This design comes from an exercise in tuning for small area, a short achievable clock period and few clock cycles on the open sky130 flow, not from production work. Only simulation tests tie the RTL to the original design; equivalence was not proved.

## flow/design.v (module list and top-level ports; edited modules follow where they fit)
// module FA: 10 lines
// module csa: 21 lines
// module counter: 22 lines
// module booth_encoder: 44 lines
// module multiplicand_reg: 18 lines
// module multiplier_shift_reg: 27 lines
// module pp_carry_shift_reg: 28 lines
// module pp_gen: 48 lines
// module mul_datapath: 4294 lines
module mul_datapath (
    input  logic clk,
    input  logic rst_n,
    input  logic start,
    input  logic signed [51:0] multiplicand_i,
    input  logic signed [51:0] multiplier_i,
    output logic signed [103:0] product_o,
    output logic signed [51:0] product_rounded_o,
    output logic done
);
  // ...
==> flow/flow/run.sh <==
#!/bin/bash
# The standard layout, with plain buffers (buf_4) on the ports instead of the
# delay cells buffer_ports picks by default.
set -euo pipefail
export BUFFER_PORTS_ARGS="-buffer_cell sky130_fd_sc_hd__buf_4"
bash standard.sh finish > standard_flow.log 2>&1
==> flow/standard.sh <==
#!/bin/bash
# synth_recipe.tcl (not shown) runs the flow's synth.tcl, then flattens the netlist and writes it again
# the make line also repeats each setting of config.mk as NAME=value (left out here)
make -C /OpenROAD-flow-scripts/flow DESIGN_CONFIG=/design/flow/config.mk WORK_HOME=/design/flow/orfs CLKGATE_MAP_FILE= SYNTH_SCRIPT=/design/flow/synth_recipe.tcl "${@:-finish}"
==> flow/config.mk <==
export PLATFORM = sky130hd
export DESIGN_NAME = mul_datapath
export DESIGN_NICKNAME = mul_datapath
export VERILOG_FILES = /design/flow/design.v
export SDC_FILE = /design/flow/constraint.sdc
export NUM_CORES = 4
export LEC_CHECK = 0
export ABC_AREA = 1
export CAP_MARGIN = 20
export CORE_MARGIN = 2
export CORE_UTILIZATION = 40
export SETUP_SLACK_MARGIN = 3
export SLEW_MARGIN = 20
export SYNTH_HIERARCHICAL = 1
export SYNTH_MINIMUM_KEEP_SIZE = 0
==> flow/constraint.sdc <==
create_clock -name core_clock -period 8.0 [get_ports {clk}]
set_input_delay 1.6000 -clock core_clock [delete_from_list [all_inputs] [get_ports {clk}]]
set_output_delay 1.6000 -clock core_clock [all_outputs]
set_load 0.01 [all_outputs]
==> results.cfg, run 1 <==
[die]
die_h_microns = 397

[layout]
mostFrequentLayoutCell = xor2_1
multiInputGateArea_sq_um = 56800
syn_to_final_growth_pct = 23.4
clock_area_frac = 0.0188
fin_nets = 8093

[setup_path]
critical_path_class = flop to output port
worst_setup_path_start_kind = flop
startpoint = cut_q[187]
critPathCaptureType = output port
cp.arrival_ps = 3650
path_delay_family = adder cells

[run]
maxCapViolations = 0

[synthesis]
yosys.area.top_type_share = 0.393
synth_fa_ha_area_frac = 0.432
yosys.area_share.xor_xnor = 0.198
synth_common_cells = xor2_1, o22ai_1, fa_1

[clock_network]
cts_hold_buf = 0
clk_path_buf_depth = 3
cts_root_buf = clkbuf_16
cts_num_sinks = 302

[placed_design]
dpl_cell_area_sq_um = 65800
dp_cells = 8198

[sta]
finalMaxSlewViolations = 0
finalSetupViolCount = 0

[grt]
grtUsageTotal = 0.351

[outcome]
outcome = no timing/DRC/antenna violations
Testbench counts, summed over its fixed seeds: cycles 1,608.
==> inputs of run 2 (changes only) <==
--- a/flow/config.mk
+++ b/flow/config.mk
@@ -13,3 +13,4 @@
 export SLEW_MARGIN = 20
 export SYNTH_HIERARCHICAL = 1
 export SYNTH_MINIMUM_KEEP_SIZE = 0
+export TNS_END_PERCENT = 10
==> results.cfg, run 2 <==
[outcome]
outcome = no timing/DRC/antenna violations

[layout]
fillCellCount = 13811
mostFrequentLayoutCell = xor2_1
regArea_sq_um = 6060
multiInputGateArea_sq_um = 55400
fin_nets = 8047
layout_common_cells = xor2_1, o22ai_1, fa_1
regMostFlops = cut_q
largest_reg_flops = 301
design_area_sq_um = 74300
drive_gt1_frac = 0.209
top_regs = cut_q x301, done_q x1
fin_util = 0.484
fin_cells = 8621
syn_to_final_growth_pct = 20.5

[drt]
drt_first_pass_iters = 22
wirelength_microns = 288000
via_per_inst = 6.64
drc = 0
detail-route-antenna-nets = 0
drtIter0Drc = 9146
wire_per_inst_microns = 33.4
num_vias = 57233

[die]
die-area_sq_um = 157000
die_x_microns = 397
die_h_microns = 397
core_sq_um = 154000
num_rows = 144
pin_count = 264
start_util = 0.402

[setup_path]
crit_fanout = 4
worst_setup_path_start_kind = flop
cp.arrival_ps = 3710
required_ps = 6400
critPathCaptureType = output port
critical_path_class = flop to output port

[synthesis]
synth_most_common_cell = xor2_1
yosys.area.top_type_share = 0.393
synth_flop_cell = dfxtp_1
synth_largest_area_cell = fa_1
ys_seq_area_frac = 0.0980
ys_ff_latch = 302
synth.distinct_cells = 38
syn_area_sq_um = 61700
synth_edf_count = 0
synthArstFlopShare = 0.00331
synth_cells = 6448
syn_area_per_cell_sq_um = 9.57
synth_common_cells = xor2_1, o22ai_1, fa_1
yosys_warnings = 7
synth_area_leaders = fa_1, xor2_1, o22ai_1, dfxtp_1, ha_1

[clock_network]
cts_hold_buf = 0
cts_root_buf = clkbuf_16
cts_max_level = 2
cts_tree = yes
cts_num_sinks = 302
path_clk_slew_ps = 80
clk_path_buf_depth = 3
cts_buffers = 41

[placed_design]
dpl.hpwl_microns = 174000
gp_congestion = 0.983
io_buffers = 211
dp_cells = 8197
dpl_cell_area_sq_um = 65300
post-place-ws_ps = 1270

[sta]
finalSetupViolCount = 0
rsz0062_at_grt = yes
hold_viol_final = 0
finalCritPeriodShare = 0.664
setup_tns_ps = 0
finalMaxSlewViolations = 0
holdWs_ps = 697
timing.fmax_ghz = 0.188
period_needed_ps = 5310
slew_headroom = 0.359
tightest_slew_ps = 961
fin_ws_ps = 2690

[grt]
grtUsageTotal = 0.344
grt_pass1_wl_microns = 399000
overflow = 0
grt_max_degree = 53
antenna_found_initial = 8
first_global_vias = 57045

[run]
maxCapViolations = 0

[worst_hold_path]
min_path_type = input pin to asynchronous set/reset pin
-- run 2: Yosys stat by module (local to each module, per instance) --
| module | copies in the design | flops+latches | cells inside |
|---|---|---|---|
| mul_datapath | 1 | 302 | 5242 |
| FA | 1206 | 0 | 1 |
-- run 2: worst max path at each step --
stage	from	to	cells past startpoint
floorplan	multiplier_i[5]	cut_q[153]	13
detailed placement	multiplier_i[29]	cut_q[138]	12
global placement	multiplier_i[29]	cut_q[138]	12
CTS	multiplier_i[35]	cut_q[168]	12
finish	cut_q[19]	product_o[64]	15
global route	cut_q[161]	product_o[64]	12
-- run 2: what timing repair did --
item                       CTS  global route
buffers inserted           109           164
setup endpoints to repair  276           228
pin swaps                   98           190
resized for setup          354           501
gates cloned                40            29
-- run 2: layout make-up --
| type | instances | area share |
|---|---|---|
| flip-flops and latches | 302 | 0.0815 |
| clock inverters | 23 | 0.00478 |
| multi-input cells | 5169 | 0.745 |
| clock buffers | 52 | 0.0152 |
| well taps | 2044 | 0.0344 |
| repair buffers | 682 | 0.0981 |
| inverters | 342 | 0.0207 |
| diodes | 7 | 0.000236 |
-- run 2: worst max-delay path: stages (launching register included) --
cell	delay, ps
dfxtp_2	320
fa_1	600
ha_4	230
nand2_1	60
nand2_1	60
a21oi_2	120
nand2_2	110
nand2_2	90
nand2_4	100
nand2_4	100
nand2_8	120
nand2_4	120
nand2_8	120
buf_12	180
fa_2	550
buf_6	110
-- run 2: cell families (layout without fill, tap and decap cells) --
| logic type | count (synthesis) | in the layout | share of synthesized area |
|---|---|---|---|
| and+or+nand+nor | 733 | 768 | 0.0480 |
| xor gates and xnor gates | 1395 | 1395 | 0.198 |
| other | 1 | 59 | 0.0000608 |
| AOI/OAI and AO/OA | 1534 | 1552 | 0.154 |
| adders and majority gates | 1402 | 1402 | 0.432 |
| DFF | 302 | 302 | 0.0980 |
| buffers and inverters | 1081 | 1099 | 0.0703 |
-- run 2: metal layers --
layer	vias up	global-route usage	wire length, microns
li1	21882	-	-
met1	28277	0.424	98800
met2	5393	0.490	116000
met3	1671	0.138	44600
met4	10	0.237	28000
met5	-	0.00339	163
==> inputs of run 3 (changes only) <==
--- a/flow/config.mk
+++ b/flow/config.mk
@@ -9,7 +9,7 @@
 export CAP_MARGIN = 20
 export CORE_MARGIN = 2
 export CORE_UTILIZATION = 40
-export SETUP_SLACK_MARGIN = 3
+export SETUP_SLACK_MARGIN = 3.5
 export SLEW_MARGIN = 20
 export SYNTH_HIERARCHICAL = 1
 export SYNTH_MINIMUM_KEEP_SIZE = 0
==> results.cfg, run 3 <==
[drt]
detail-route-antenna-nets = 0
wirelength_microns = 288000
drt_first_pass_iters = 11
num_vias = 57631
drtIter0Drc = 9903
via_per_inst = 6.69
wire_per_inst_microns = 33.5
drc = 0

[die]
num_rows = 144
die_h_microns = 397
start_util = 0.402
core_sq_um = 154000
die-area_sq_um = 157000
die_x_microns = 397
pin_count = 264

[setup_path]
cp.buffers_inverters = 3
cp_common_cell = nand2_2
crit_chain = fa_1 -> ha_4 -> nand2_2 -> nand2_2 -> a21oi_2 -> nand2_2 -> nand2_2 -> nand2_4 -> nand2_4 -> nand2_8 -> buf_4 -> clkbuf_16 -> fa_2 -> xor2_1 -> buf_4
slowest_delay_ps = 590
cp.depth = 15
worst_path_max_delay_cell = fa_1
worst_setup_path_start_kind = flop
critPathCaptureType = output port
path_delay_family = adder cells
cp.arrival_ps = 3650
crit_fanout = 10
required_ps = 6400
critical_path_class = flop to output port

[clock_network]
cts_max_level = 2
cts_num_sinks = 302
cts_hold_buf = 0
cts_tree = yes
cts_root_buf = clkbuf_16
clk_path_buf_depth = 3
path_clk_slew_ps = 60
cts_buffers = 40

[grt]
grt_pass1_wl_microns = 386000
overflow = 0
grt_max_degree = 53
antenna_found_initial = 7
grtUsageTotal = 0.331
first_global_vias = 56229

[synthesis]
synth_largest_area_cell = fa_1
ys_ff_latch = 302
synth_edf_count = 0
synthArstFlopShare = 0.00331
synth.distinct_cells = 38
ys_seq_area_frac = 0.0980
syn_area_sq_um = 61700
yosys.area.top_type_share = 0.393
synth_area_leaders = fa_1, xor2_1, o22ai_1, dfxtp_1, ha_1
synth_most_common_cell = xor2_1
yosys_warnings = 7
synth_cells = 6448
synth_flop_cell = dfxtp_1
syn_area_per_cell_sq_um = 9.57
synth_common_cells = xor2_1, o22ai_1, fa_1

[layout]
fin_nets = 8045
layout_common_cells = xor2_1, o22ai_1, fa_1
regMostFlops = cut_q
mostFrequentLayoutCell = xor2_1
drive_gt1_frac = 0.220
syn_to_final_growth_pct = 21.5
largest_reg_flops = 301
design_area_sq_um = 75000
top_regs = cut_q x301, done_q x1

[sta]
setup_tns_ps = 0
timing.fmax_ghz = 0.190
finalSetupViolCount = 0
fin_ws_ps = 2750
rsz0062_at_grt = yes
finalMaxSlewViolations = 0
finalCritPeriodShare = 0.657
slew_headroom = 0.453
hold_viol_final = 0
holdWs_ps = 683
tightest_slew_ps = 821
period_needed_ps = 5250

[placed_design]
dpl.hpwl_microns = 173000
dpl_cell_area_sq_um = 65200
post-place-ws_ps = 1480
gp_congestion = 0.957
io_buffers = 211

[run]
maxCapViolations = 0

[outcome]
outcome = no timing/DRC/antenna violations

[worst_hold_path]
min_path_type = input pin to asynchronous set/reset pin
==> run 3: cell counts after synthesis <==
No cell type changed its count.
==> run 3: layout make-up <==
| class | count | area, sq um |
|---|---|---|
| clock inverters | 22 | 300 |
| inverters | 342 | 1590 |
| clock buffers | 50 | 1100 |
| fillers | 13681 | 78700 |
| flip-flops and latches | 302 | 6070 |
| repair buffers | 673 | 7410 |
| diodes | 6 | 15.0 |
| well taps | 2044 | 2560 |
| multi-input cells | 5176 | 55900 |
| repair inverters | 1 | 6.26 |
==> run 3: timing repair <==
item,in CTS,in global routing
setup buffers,72,194
endpoints found under the setup margin,326,307
gates cloned,24,62
resized for setup,222,729
pin swaps,56,202
==> run 3: per-layer routing <==
layer  vias to the layer above  part of all wire  track usage
met5                         -            0.0030      0.00123
met4                        22              0.10        0.208
met3                      1751              0.16        0.112
met2                      5648              0.40        0.480
met1                     28295              0.34        0.423
li1                      21915                 -            -
==> run 3: logic make-up (layout without fill, tap and decap cells) <==
group / count (synthesis) / after routing / synth area share
other: 1 / 58 / 0.0000608
and+or+nand+nor: 733 / 771 / 0.0480
DFF: 302 / 302 / 0.0980
xor gates and xnor gates: 1395 / 1395 / 0.198
adders and majority gates: 1402 / 1402 / 0.432
buffers and inverters: 1081 / 1088 / 0.0703
AOI/OAI and AO/OA: 1534 / 1556 / 0.154
==> run 3: metrics by stage <==
stage          utilization  instances
2_1_floorplan            -       6499
3_3_place_gp         0.424       8185
3_5_place_dp         0.424       8186
4_1_cts              0.447       8354
5_1_grt              0.488       8614
6_report             0.488       8616
==> run 3: Yosys stat by module (local to each module, per instance) <==
module,cell area (sq um),flops+latches
mul_datapath,37600,302
FA,20.0,0
==> run 3: worst max-delay path by stage <==
stage / start / end
after floorplan: multiplier_i[1] / cut_q[153]
after global placement: multiplicand_i[48] / cut_q[150]
after detailed placement: multiplicand_i[50] / cut_q[153]
after CTS: multiplier_i[33] / cut_q[177]
after global routing: cut_q[167] / product_o[65]
final: cut_q[13] / product_o[33]
==> inputs of run 4 (changes only) <==
==> flow/flow/run.sh (replaced) <==
#!/bin/bash
# The standard layout, with plain buffers (buf_2) on the ports instead of the
# delay cells buffer_ports picks by default.
set -euo pipefail
export BUFFER_PORTS_ARGS="-buffer_cell sky130_fd_sc_hd__buf_2"
bash standard.sh finish > standard_flow.log 2>&1
--- a/flow/config.mk
+++ b/flow/config.mk
@@ -9,7 +9,7 @@
 export CAP_MARGIN = 20
 export CORE_MARGIN = 2
 export CORE_UTILIZATION = 40
-export SETUP_SLACK_MARGIN = 3.5
+export SETUP_SLACK_MARGIN = 3
 export SLEW_MARGIN = 20
 export SYNTH_HIERARCHICAL = 1
 export SYNTH_MINIMUM_KEEP_SIZE = 0
==> results.cfg, run 4 <==
[sta]
hold_viol_final = 0
setup_tns_ps = 0
rsz0062_at_grt = yes
timing.fmax_ghz = 0.189
period_needed_ps = 5280
finalCritPeriodShare = 0.660
fin_ws_ps = 2720
tightest_slew_ps = 897
holdWs_ps = 698
finalMaxSlewViolations = 0
slew_headroom = 0.398
finalSetupViolCount = 0

[die]
pin_count = 264
core_sq_um = 154000
die_h_microns = 397
die-area_sq_um = 157000
start_util = 0.402
die_x_microns = 397
num_rows = 144

[layout]
fin_nets = 8005
mostFrequentLayoutCell = xor2_1
fin_cells = 8582
multiInputGateArea_sq_um = 55200
layout_common_cells = xor2_1, o22ai_1, fa_1
regMostFlops = cut_q
largest_reg_flops = 301
syn_to_final_growth_pct = 18.4
drive_gt1_frac = 0.194
fillCellCount = 13951
regArea_sq_um = 6060
top_regs = cut_q x301, done_q x1

[drt]
drt_first_pass_iters = 14
wire_per_inst_microns = 33.0
detail-route-antenna-nets = 0
drtIter0Drc = 9681
drc = 0
wirelength_microns = 283000
num_vias = 56731
via_per_inst = 6.61

[synthesis]
synthArstFlopShare = 0.00331
synth_most_common_cell = xor2_1
synth_common_cells = xor2_1, o22ai_1, fa_1
synth_edf_count = 0
yosys_warnings = 7
yosys.area.top_type_share = 0.393
ys_seq_area_frac = 0.0980
synth_cells = 6448
syn_area_per_cell_sq_um = 9.57
synth.distinct_cells = 38
ys_ff_latch = 302
synth_area_leaders = fa_1, xor2_1, o22ai_1, dfxtp_1, ha_1
synth_largest_area_cell = fa_1
synth_flop_cell = dfxtp_1
syn_area_sq_um = 61700

[clock_network]
cts_buffers = 40
cts_num_sinks = 302
cts_root_buf = clkbuf_16
cts_tree = yes
path_clk_slew_ps = 80
cts_max_level = 2
clk_path_buf_depth = 3

[setup_path]
required_ps = 6400
cp.arrival_ps = 3680
crit_fanout = 7
critical_path_class = flop to output port
startpoint = cut_q[13]
worst_setup_path_start_kind = flop
critPathCaptureType = output port

[outcome]
outcome = no timing/DRC/antenna violations

[grt]
grtUsageTotal = 0.330
first_global_vias = 55889
grt_max_degree = 53
antenna_found_initial = 13
overflow = 0
grt_pass1_wl_microns = 385000

[placed_design]
io_buffers = 211
dpl.hpwl_microns = 175000
dp_cells = 8206
gp_congestion = 0.973
post-place-ws_ps = 1390

[worst_hold_path]
min_path_type = input pin to asynchronous set/reset pin

[run]
maxCapViolations = 0
-- run 4: cell counts after synthesis --
Identical to the previous run, type by type.
-- run 4: logic make-up after synthesis --
family,count (synthesis),share of synthesized area
AO/OA/AOI/OAI,1534,0.154
adder cells (fa/ha/maj),1402,0.432
XOR/XNOR,1395,0.198
buffers and inverters,1081,0.0703
AND/OR/NAND/NOR,733,0.0480
flip-flops,302,0.0980
other,1,0.0000608
-- run 4: routing by layer --
metal  vias up  global-route usage  part of all wire
met2      5309               0.482              0.41
met4        21               0.211             0.094
met1     27952               0.419              0.35
met5         -                   0            0.0018
li1      21828                   -                 -
met3      1621               0.107              0.15
-- run 4: repair_timing --
item / in CTS / in global routing
hold buffers: 0 / 0
gates resized for setup: 249 / 523
cloned: 23 / 44
buffers inserted: 64 / 161
pin swaps: 68 / 150
setup endpoints to repair: 274 / 262
-- run 4: per-module statistics from Yosys, one instance, submodules excluded --
module        times used  area (sq um)  flip-flops and latches
FA                  1206          20.0                       0
mul_datapath           1         37600                     302
-- run 4: stage by stage --
stage | util | cell area (sq um)
2_1_floorplan | - | 63600
3_3_place_gp | 0.421 | 64800
3_5_place_dp | 0.422 | 64900
4_1_cts | 0.446 | 68600
5_1_grt | 0.475 | 73000
6_report | 0.475 | 73000
-- run 4: layout make-up --
| class | instances | share of cell area |
|---|---|---|
| diodes | 10 | 0.000343 |
| clock buffers | 49 | 0.0150 |
| clock inverters | 25 | 0.00447 |
| inverters | 342 | 0.0207 |
| multi-input cells | 5173 | 0.755 |
| flip-flops and latches | 302 | 0.0829 |
| well taps | 2044 | 0.0350 |
| repair buffers | 636 | 0.0862 |
| repair inverters | 1 | 0.0000856 |
-- run 4: final timing paths --
path | end | slack (ps) | depth (start not counted)
max | product_o[68] | 2720 | 18
min | done_q | 700 | 1
max in group asynchronous | done_q | 7220 | 1
min in group core_clock | done_q | 1040 | 1
-- run 4: worst max-delay path, stage by stage, from the launching register on --
cell	delay, ps
dfxtp_2	320
fa_1	600
ha_4	230
nand2_2	60
nand2_2	70
a21oi_2	150
nand2_2	100
nand2_2	90
nand2_4	110
nand2_4	110
nand2_8	130
nand2_8	120
nand2_8	130
buf_6	170
buf_6	110
buf_16	140
a21oi_4	140
nor2_2	60
buf_2	130

## afterwards: timing with drivers on the ports
The flow's constraints put no driver on any port. The routed layouts listed below were extracted and timed again, unchanged, in two steps. Step 1, drivers: a clkbuf_16 drives clk and a buf_2 each remaining input, both assumed. Step 2 adds t to the input delays and takes it off the output delays; t is the mean of the earliest and latest rising clock arrival at the registers after step 1. Input paths then give back, and output paths get back, about the clock's delay inside the block. Slacks: no drivers / after step 1 / after step 2; pairs: no drivers / after step 1.
run | shift t [ns] | slack for setup (ns) | clock arrival spread, ns | pins driven straight from the clock port
run 1 | 0.728 | 2.746 / 2.656 / 1.928 | 0.029 / 0.029 | 1
run 2 | 0.736 | 2.690 / 2.602 / 1.970 | 0.025 / 0.025 | 1
run 3 | 0.770 | 2.746 / 2.599 / 1.829 | 0.040 / 0.040 | 1
run 4 | 0.726 | 2.721 / 2.638 / 1.927 | 0.032 / 0.031 | 1
After both steps setup and hold are still met in every run listed. The setup slack of run 3, which loses most, moves by -0.147 ns with the drivers and by -0.917 ns with both steps.
